Source: an optimization exercise on an open RTL-to-GDS flow (aim: small area and a short achievable clock period). Production flows keep margins and buffers that such runs may drop.

==> run a <==
## pipelined_iir
module pipelined_iir(clk, reset, x, y);
  input wire clk, reset;
  input wire signed [31:0] x;
  output wire signed [31:0] y;
  reg [31:0] xr;    
  reg [43:0] qr;    
  wire [63:0] t;
  wire [43:0] q = t[63:20];
  reg [63:0] w11;   
  reg [4:0] wc11;  
  reg [63:0] w10;   
  reg [4:0] wc10;  
  reg [63:0] w9;   
  reg [4:0] wc9;  
  reg [63:0] w8;   
  reg [4:0] wc8;  
  reg [63:0] w7;   
  reg [4:0] wc7;  
  reg [63:0] w6;   
  reg [4:0] wc6;  
  reg [63:0] w5;   
  reg [4:0] wc5;  
  reg [63:0] w4;   
  reg [4:0] wc4;  
  reg [63:0] w3;   
  reg [4:0] wc3;  
  reg [63:0] w2;   
  reg [4:0] wc2;  
  reg [63:0] s1;    
  wire n1 = qr[1] ^ qr[0];
  wire n2 = qr[2] ^ qr[1];
  wire n3 = qr[3] ^ qr[2];
  wire n4 = qr[4] ^ qr[3];
  wire n5 = qr[5] ^ qr[4];
  wire n6 = qr[6] ^ qr[5];
  wire n7 = qr[7] ^ qr[6];
  wire n8 = qr[8] ^ qr[7];
  wire n9 = qr[9] ^ qr[8];
  wire n10 = qr[10] ^ qr[9];
  wire n11 = qr[11] ^ qr[10];
  wire n12 = qr[12] ^ qr[11];
  wire n13 = qr[13] ^ qr[12];
  wire n14 = qr[14] ^ qr[13];
  wire n15 = qr[15] ^ qr[14];
  wire n16 = qr[16] ^ qr[15];
  wire n17 = qr[17] ^ qr[16];
  wire n18 = qr[18] ^ qr[17];
  wire n19 = qr[19] ^ qr[18];
  wire n20 = qr[20] ^ qr[19];
  wire n21 = qr[21] ^ qr[20];
  wire n22 = qr[22] ^ qr[21];
  wire n23 = qr[23] ^ qr[22];
  wire n24 = qr[24] ^ qr[23];
  wire n25 = qr[25] ^ qr[24];
  wire n26 = qr[26] ^ qr[25];
  wire n27 = qr[27] ^ qr[26];
  wire n28 = qr[28] ^ qr[27];
  wire n29 = qr[29] ^ qr[28];
  wire n30 = qr[30] ^ qr[29];
  wire n31 = qr[31] ^ qr[30];
  wire n32 = qr[32] ^ qr[31];
  wire n33 = qr[33] ^ qr[32];
  wire n34 = qr[34] ^ qr[33];
  wire n35 = qr[35] ^ qr[34];
  wire n36 = qr[36] ^ qr[35];
  wire n37 = qr[37] ^ qr[36];
  wire n38 = qr[38] ^ qr[37];
  ...
Settings: LEC_CHECK=0, CAP_MARGIN=40, CORE_MARGIN=2, CORE_UTILIZATION=45, SLEW_MARGIN=40, SYNTH_HIERARCHICAL=1, SYNTH_MINIMUM_KEEP_SIZE=0; clock period 32.0 ns.
standard.sh (not shown) runs the stock make flow with config.mk's settings and CLKGATE_MAP_FILE= SYNTH_SCRIPT=/design/flow/synth_recipe.tcl, a recipe that flattens the netlist after the stock synthesis.
==> flow/flow/run.sh <==
#!/bin/bash
set -euo pipefail
export SETUP_SLACK_MARGIN=15
bash standard.sh MATCH_CELL_FOOTPRINT=0 finish > standard.log 2>&1
==> run b: changes against run a <==
==> flow/flow/run.sh (replaced) <==
#!/bin/bash
set -euo pipefail
export SETUP_SLACK_MARGIN=16
bash standard.sh MATCH_CELL_FOOTPRINT=0 finish > standard.log 2>&1
==> summary of the runs <==
Against run b, the global-route usage of run a is higher by 1.0 points.
Between run a and run b, the lower clock skew is in run a (gap 0.037 ns).
In area after synthesis, run b and run a do not differ.
In sequential share of layout area, run a and run b hardly differ.
Utilization is about the same in run b and run a.
==> figures <==
quantity	run b	run a
Run status	no timing/DRC/antenna violations	no timing/DRC/antenna violations
Max Clock Skew	0.1019 ns	0.06529 ns
Placed Cells incl. Taps	16.38k	16.39k
Sum of routed wire segments on met1	240200 um	254400 um
Sequential cell area share	9.819%	9.820%
Post-CTS Repair Setup Buffers	158	105
Via total after detailed routing	99.65k	99.34k
Data-path buffer share of cell area in the final layout	3.631%	3.586%
Final RePlAce weighted congestion	1.020	1.036
Number of iterations in the first detailed-routing pass	9	8
Share of cell area taken by multi-input logic gates	76.49%	76.43%
Global routing usage on met1	51.57%	54.35%
Least setup slack across all paths after layout	15.19 ns	14.98 ns
Worst r2r src	qr[5]	qr[9]
Largest net degree at the start of global routing	159	180
No run of this note included a check of the RTL's function; only the layout flow was run.

==> inputs of v27 <==
Another version of the RTL of pipelined_iir (not shown whole).
export LEC_CHECK = 0
export CAP_MARGIN = 40
export CORE_MARGIN = 2
export CORE_UTILIZATION = 45
export PLACE_DENSITY = 0.75
export SLEW_MARGIN = 40
export SYNTH_HIERARCHICAL = 1
export SYNTH_MINIMUM_KEEP_SIZE = 0
create_clock -name core_clock -period 32.0 [get_ports {clk}]
==> flow/flow/run.sh <==
#!/bin/bash
set -euo pipefail
export SETUP_SLACK_MARGIN=16
bash standard.sh MATCH_CELL_FOOTPRINT=0   finish > standard.log 2>&1
==> inputs of v11, as changes to v27 <==
CORE_UTILIZATION = 70   (was 45)
PLACE_DENSITY = 0.8   (was 0.75)
==> qor summary <==
metric	v27	v11
Seq. cell area	0.0167 sq mm	0.0167 sq mm
Routed wire length	606000 microns	600000 microns
Max-slew headroom at the worst pin	0.308	0.269
Maximum clock skew at final layout	0.117 ns	0.0387 ns
Cts bufs inserted	115	111
Fraction of area in registers	0.100	0.102
Crit path launch	x[18]	x[22]
Number of buffers inserted by post-CTS setup repair	194	179
Met2 Usage GRT	0.522	0.793
Fmax	58.5 MHz	59.5 MHz
Met1 Resource Use GR	0.424	0.663
Die Span X	574 microns	461 microns
Post-CTS sizing	563	440
WL met2	243000 microns	240000 microns
Clock buf count	153	148
Worst hold endpoint	w5[3]	w6[2]
Nets	17600	17600
Area of all placed cells without fillers	0.166 sq mm	0.163 sq mm
Met1 WL	187000 microns	171000 microns
Placement Setup Slack	13.02 ns	13.75 ns
Result of the run	no timing/DRC/antenna violations	no timing/DRC/antenna violations
Ratio of final minimum period to clock period	0.534	0.525
Hold Startpoint	w6[3]	w7[2]
Function was not checked in any run of this note: the RTL went through the layout flow alone.

==> inputs of onyx <==
pipelined_iir, a different RTL version from the one above (not shown whole).
export LEC_CHECK = 0
export CAP_MARGIN = 40
export CORE_MARGIN = 2
export CORE_UTILIZATION = 60
export SLEW_MARGIN = 40
export SYNTH_HIERARCHICAL = 1
export SYNTH_MINIMUM_KEEP_SIZE = 0
create_clock -name core_clock -period 32.0 [get_ports {clk}]
run.sh (not shown) runs the stock make flow with config.mk's settings and CLKGATE_MAP_FILE= SYNTH_SCRIPT=/design/flow/synth_recipe.tcl, a recipe that flattens the netlist after the stock synthesis.
Stock flow here: none of the scripts above is used.
==> pepper (differences from onyx) <==
CORE_UTILIZATION = 35   (was 60)
==> comparison <==
Against pepper, the core utilization of onyx is higher by 27 points.
Against onyx, the clock skew of pepper is higher by 55 ps.
pepper went through all stages and came out clean. onyx passed the timing, DRC and antenna checks.
Function was not checked in any run of this note: the RTL went through the layout flow alone.

==> inputs of job 9640 <==
Another version of the RTL of pipelined_iir (not shown whole).
Settings: LEC_CHECK=0, CAP_MARGIN=40, CORE_MARGIN=2, CORE_UTILIZATION=45, PLACE_DENSITY=0.75, SLEW_MARGIN=40, SYNTH_HIERARCHICAL=1, SYNTH_MINIMUM_KEEP_SIZE=0; clock period 32.0 ns.
standard.sh (not shown) runs the stock make flow with config.mk's settings and CLKGATE_MAP_FILE= SYNTH_SCRIPT=/design/flow/synth_recipe.tcl, a recipe that flattens the netlist after the stock synthesis.
==> flow/flow/run.sh <==
#!/bin/bash
set -euo pipefail
export SETUP_SLACK_MARGIN=16
bash standard.sh MATCH_CELL_FOOTPRINT=0 finish > standard.log 2>&1
==> job 3497 (differences from job 9640) <==
- CAP_MARGIN: 40 -> 15
- SLEW_MARGIN: 40 -> 15
==> impl_metrics.tcl <==
set metrics [dict create \
    grt_pass1_vias 107613 \
    r2r-start "qr[8]" \
    clk_latency_ns 0.99 \
    num-nets-final 17642 \
    outcome "finished clean" \
    num_vias 96723 \
    grt.total_usage 0.384 \
    drive_above_1_share 0.149 \
]
[end of results for job 9640]
==> impl_metrics.tcl <==
set metrics [dict create \
    outcome "finished clean" \
    grt.total_usage 0.385 \
    setup_viol 0 \
    drive_above_1_share 0.145 \
    num_vias 97420 \
    grt_pass1_vias 107776 \
]
[end of results for job 3497]
Function was not checked in any run of this note: the RTL went through the layout flow alone.

==> inputs of exp/umber <==
Another version of the RTL of pipelined_iir (not shown whole).
export LEC_CHECK = 0
export CAP_MARGIN = 40
export CORE_MARGIN = 2
export CORE_UTILIZATION = 45
export SLEW_MARGIN = 40
export SYNTH_HIERARCHICAL = 1
export SYNTH_MINIMUM_KEEP_SIZE = 0
create_clock -name core_clock -period 32.0 [get_ports {clk}]
==> flow/flow/run.sh <==
#!/bin/bash
set -euo pipefail
export SETUP_SLACK_MARGIN=15
bash standard.sh MATCH_CELL_FOOTPRINT=0 finish > standard.log 2>&1
==> inputs of exp/amber, as changes to exp/umber <==
==> flow/flow/run.sh (replaced) <==
#!/bin/bash
set -euo pipefail
export SETUP_SLACK_MARGIN=16
bash standard.sh MATCH_CELL_FOOTPRINT=0 finish > standard.log 2>&1
==> comparison <==
exp/umber ran to the end with no violations. exp/amber completed with no timing, DRC or antenna violations.
Against exp/umber, the register-to-register slack of exp/amber is better by 890 ps.
In exp/umber the clock skew is higher than in exp/amber, by 25 ps.
Between exp/amber and exp/umber, the lower via count is in exp/amber (gap 0.62%, measured against exp/umber).
Of exp/amber and exp/umber, exp/amber has the higher utilization (gap 0.45 points).
Cell count is about the same in exp/amber and exp/umber.
==> figures <==
|  | exp/umber | exp/amber |
|---|---|---|
| Outcome | no timing/DRC/antenna violations | no timing/DRC/antenna violations |
| Origin of the critical flop-to-flop path | qr[8] | xr[7] |
| Post-DR wirelength/cell | 37.4 microns | 37.5 microns |
| CTS resizes | 393 | 569 |
| Overall fraction of global-route tracks in use | 38.7% | 39.0% |
| Buffers excl. clock | 742 | 771 |
| Met3 track demand over resource in global routing | 12.1% | 12.5% |
| Detailed-route wire length on metal 1 | 202000 microns | 208000 microns |
| Upper clock frequency limit | 0.0557 GHz | 0.0557 GHz |
| Proportion of cell area occupied by multi-input gates | 74.8% | 74.7% |
| Via Count | 94.6k | 94.1k |
Function was not checked in any run of this note: the RTL went through the layout flow alone.

## afterwards: timing with drivers on the ports
The results above use ideal ports. As a check the final layouts listed here were re-extracted and re-timed, cells and wires unchanged.
Step 1, drivers: a clkbuf_16 drives clk and a buf_2 each remaining input, both assumed.
Step 2 adds t to the input delays and takes it off the output delays; t is the mean of the earliest and latest rising clock arrival at the registers after step 1. Input paths then give back, and output paths get back, about the clock's delay inside the block.
Three values: ideal, step 1, step 2; two values: the first two.
run	t (ns)	slack for setup (ns)	worst hold slack (ns)	worst slew at a driven data input, ns	pins driven straight from the clock port
run a	1.040	14.980 / 14.951 / 14.852	0.378 / 0.378 / 0.378	0.11	1
run b	1.036	15.186 / 15.123 / 15.123	0.376 / 0.376 / 0.376	0.13	1
v27	1.008	14.912 / 14.843 / 14.843	0.366 / 0.366 / 0.366	0.24	1
v11	0.948	15.192 / 15.146 / 15.146	0.370 / 0.370 / 0.370	0.07	1
onyx	0.953	12.132 / 12.099 / 12.099	0.409 / 0.409 / 0.409	0.05	1
pepper	0.939	11.589 / 11.565 / 11.565	0.404 / 0.404 / 0.404	0.05	1
job 9640	1.024	14.673 / 14.615 / 14.615	0.370 / 0.370 / 0.370	0.12	1
job 3497	1.022	14.666 / 14.599 / 14.599	0.366 / 0.366 / 0.366	0.12	1
exp/umber	1.015	14.049 / 14.003 / 14.003	0.379 / 0.379 / 0.379	0.12	1
exp/amber	1.030	14.039 / 13.994 / 13.994	0.376 / 0.376 / 0.376	0.12	1
After both steps setup and hold are still met in every run listed. For run a, which loses most, drivers alone change the setup slack by -0.029 ns; drivers and shift together by -0.128 ns.
